This design comes from an exercise in tuning for small area and a short achievable clock period on the open sky130 flow, not from production work. In this exercise RTL edits were held to simulation tests only and were not proved equivalent to the original.

harbor:
Design float_recip, start of the top module:
module float_recip(clk,rst,i_cip,i_sj,i_vstart,i_vector_length,i_v0,i_v1,i_v2,i_v3,i_v4,i_v5,i_v6,i_v7,o_result, o_busy);
Size in the first run: roughly 3,800 cells after synthesis, roughly 43,000 µm² of cells after synthesis.
export LEC_CHECK = 0
export CAP_MARGIN = 20
export CORE_MARGIN = 2
export CORE_UTILIZATION = 55
export CTS_CLUSTER_DIAMETER = 120
export CTS_CLUSTER_SIZE = 24
export PLACE_DENSITY = 0.7
export SLEW_MARGIN = 20
export SYNTH_HIERARCHICAL = 1
export SYNTH_MINIMUM_KEEP_SIZE = 0
create_clock -name core_clock -period 10.0 [get_ports {clk}]
standard.sh (not shown) runs the stock make flow with config.mk's settings and CLKGATE_MAP_FILE= SYNTH_SCRIPT=/design/flow/synth_recipe.tcl, a recipe that flattens the netlist after the stock synthesis.
==> flow/flow/run.sh <==
#!/bin/bash
set -euo pipefail
bash standard.sh SETUP_SLACK_MARGIN=6.95 "BUFFER_PORTS_ARGS=-buffer_cell sky130_fd_sc_hd__buf_2" finish > standard_flow.log 2>&1
Changes in juniper relative to harbor:
==> flow/flow/run.sh <==
#!/bin/bash
set -euo pipefail
bash standard.sh SETUP_SLACK_MARGIN=6.85 "BUFFER_PORTS_ARGS=-buffer_cell sky130_fd_sc_hd__buf_2" finish > standard_flow.log 2>&1
diff --git a/flow/config.mk b/flow/config.mk
--- a/flow/config.mk
+++ b/flow/config.mk
@@ -8,8 +8,8 @@
 export CAP_MARGIN = 20
 export CORE_MARGIN = 2
-export CORE_UTILIZATION = 55
+export CORE_UTILIZATION = 65
 export CTS_CLUSTER_DIAMETER = 120
 export CTS_CLUSTER_SIZE = 24
-export PLACE_DENSITY = 0.7
+export PLACE_DENSITY = 0.78
 export SLEW_MARGIN = 20
 export SYNTH_HIERARCHICAL = 1
Results
Note that the number of tapcells recorded for harbor amounts to 1.2 times the value seen in juniper. harbor → juniper: routed wire length fell by about 3%.

========
float_recip, a different RTL version from the one above (not shown whole).
Size in the first run: roughly 4000 cells after synthesis.
export LEC_CHECK = 0
export CAP_MARGIN = 20
export CORE_MARGIN = 2
export CORE_UTILIZATION = 40
export CTS_BUF_LIST = sky130_fd_sc_hd__clkbuf_4 sky130_fd_sc_hd__clkbuf_8
export PLACE_DENSITY = 0.6
export SLEW_MARGIN = 20
export SYNTH_HIERARCHICAL = 1
export SYNTH_MINIMUM_KEEP_SIZE = 0
create_clock -name core_clock -period 10.0 [get_ports {clk}]
run.sh (not shown) runs the stock make flow with config.mk's settings and CLKGATE_MAP_FILE= SYNTH_SCRIPT=/design/flow/synth_recipe.tcl, a recipe that flattens the netlist after the stock synthesis.
Stock flow here: none of the scripts above is used.
The baseline completed with no timing, DRC or antenna violations.
Next try:
==> flow/flow/run.sh (new file) <==
#!/bin/bash
set -euo pipefail
bash standard.sh SETUP_SLACK_MARGIN=7.0 TNS_END_PERCENT=0 "BUFFER_PORTS_ARGS=-buffer_cell sky130_fd_sc_hd__buf_2" finish > standard_flow.log 2>&1
==> flow/standard.sh (new file) <==
#!/bin/bash
# synth_recipe.tcl (not shown) runs the flow's synth.tcl, then flattens the netlist and writes it again
# the make line also repeats each setting of config.mk as NAME=value (left out here)
make -C /OpenROAD-flow-scripts/flow DESIGN_CONFIG=/design/flow/config.mk WORK_HOME=/design/flow/orfs CLKGATE_MAP_FILE= SYNTH_SCRIPT=/design/flow/synth_recipe.tcl "${@:-finish}"
CTS_BUF_LIST = unset   (was sky130_fd_sc_hd__clkbuf_4 sky130_fd_sc_hd__clkbuf_8)
removed: flow/run.sh
Worst hold slack improved by 5.8 ps.
Cell count drops slightly.
Setup slack improves by 590 ps.
Cell area goes down slightly.

========
RTL: one of the versions met above, not the one the previous note started from.
Size: about 3,800 cells after synthesis, ~670 I/O pins, about 43,000 um2 of cells after synthesis.
export LEC_CHECK = 0
export CAP_MARGIN = 20
export CORE_MARGIN = 2
export CORE_UTILIZATION = 55
export CTS_CLUSTER_DIAMETER = 120
export CTS_CLUSTER_SIZE = 24
export PLACE_DENSITY = 0.7
export SLEW_MARGIN = 20
export SYNTH_HIERARCHICAL = 1
export SYNTH_MINIMUM_KEEP_SIZE = 0
create_clock -name core_clock -period 10.0 [get_ports {clk}]
standard.sh (not shown) runs the stock make flow with config.mk's settings and CLKGATE_MAP_FILE= SYNTH_SCRIPT=/design/flow/synth_recipe.tcl, a recipe that flattens the netlist after the stock synthesis.
==> flow/flow/run.sh <==
#!/bin/bash
set -euo pipefail
bash standard.sh SETUP_SLACK_MARGIN=7.0 TNS_END_PERCENT=0 "BUFFER_PORTS_ARGS=-buffer_cell sky130_fd_sc_hd__buf_2" finish > standard_flow.log 2>&1
Rerun with:
==> flow/flow/run.sh (replaced) <==
#!/bin/bash
set -euo pipefail
bash standard.sh SETUP_SLACK_MARGIN=6.85 "BUFFER_PORTS_ARGS=-buffer_cell sky130_fd_sc_hd__buf_2" finish > standard_flow.log 2>&1
CORE_UTILIZATION = 40   (was 55)
PLACE_DENSITY = 0.6   (was 0.7)
Effect: The new run completed with no timing, DRC or antenna violations. Worst setup slack gets worse by 180 ps. Clock-buffer cell count is lower by 2. Utilization drops by 16 points. Wire length climbs by 1.9%. Die area is higher by 37%. Worst hold slack hardly moves. Register-to-register slack is about the same.

## static timing again, ports no longer ideal
How much do the figures lean on ideal ports? The routed layouts below were timed once more, with nothing changed but the port constraints. Step 1, drivers: a clkbuf_16 drives clk and a buf_2 each remaining input, both assumed. Step 2, shift: input delay + t, output delay - t, t = (earliest + latest rising clock arrival at the registers) / 2. This alone moves slack from input paths to output paths. a / b / c = no drivers / after step 1 / after step 2; a / b = the first two.
run | t (ns) | setup slack, ns | clock arrival spread, ns | worst slew at a driven data input, ns | pins driven straight from the clock port
harbor | 0.674 | 6.913 / 6.848 / 6.547 | 0.060 / 0.061 | 0.25 | 1
juniper | 0.661 | 6.829 / 6.757 / 6.732 | 0.039 / 0.039 | 0.16 | 1
the first run of note 2 | 0.879 | 6.266 / 6.198 / 6.160 | 0.049 / 0.049 | 0.19 | 1
the second run of note 2 | 0.730 | 6.853 / 6.786 / 6.838 | 0.050 / 0.050 | 0.16 | 1
the first run of note 3 | 0.681 | 6.908 / 6.835 / 6.608 | 0.057 / 0.056 | 0.25 | 1
the second run of note 3 | 0.704 | 6.727 / 6.657 / 6.570 | 0.051 / 0.051 | 0.24 | 1
After both steps every run listed still meets setup and hold. The setup slack of harbor, which loses most, moves by -0.065 ns with the drivers and by -0.366 ns with both steps.
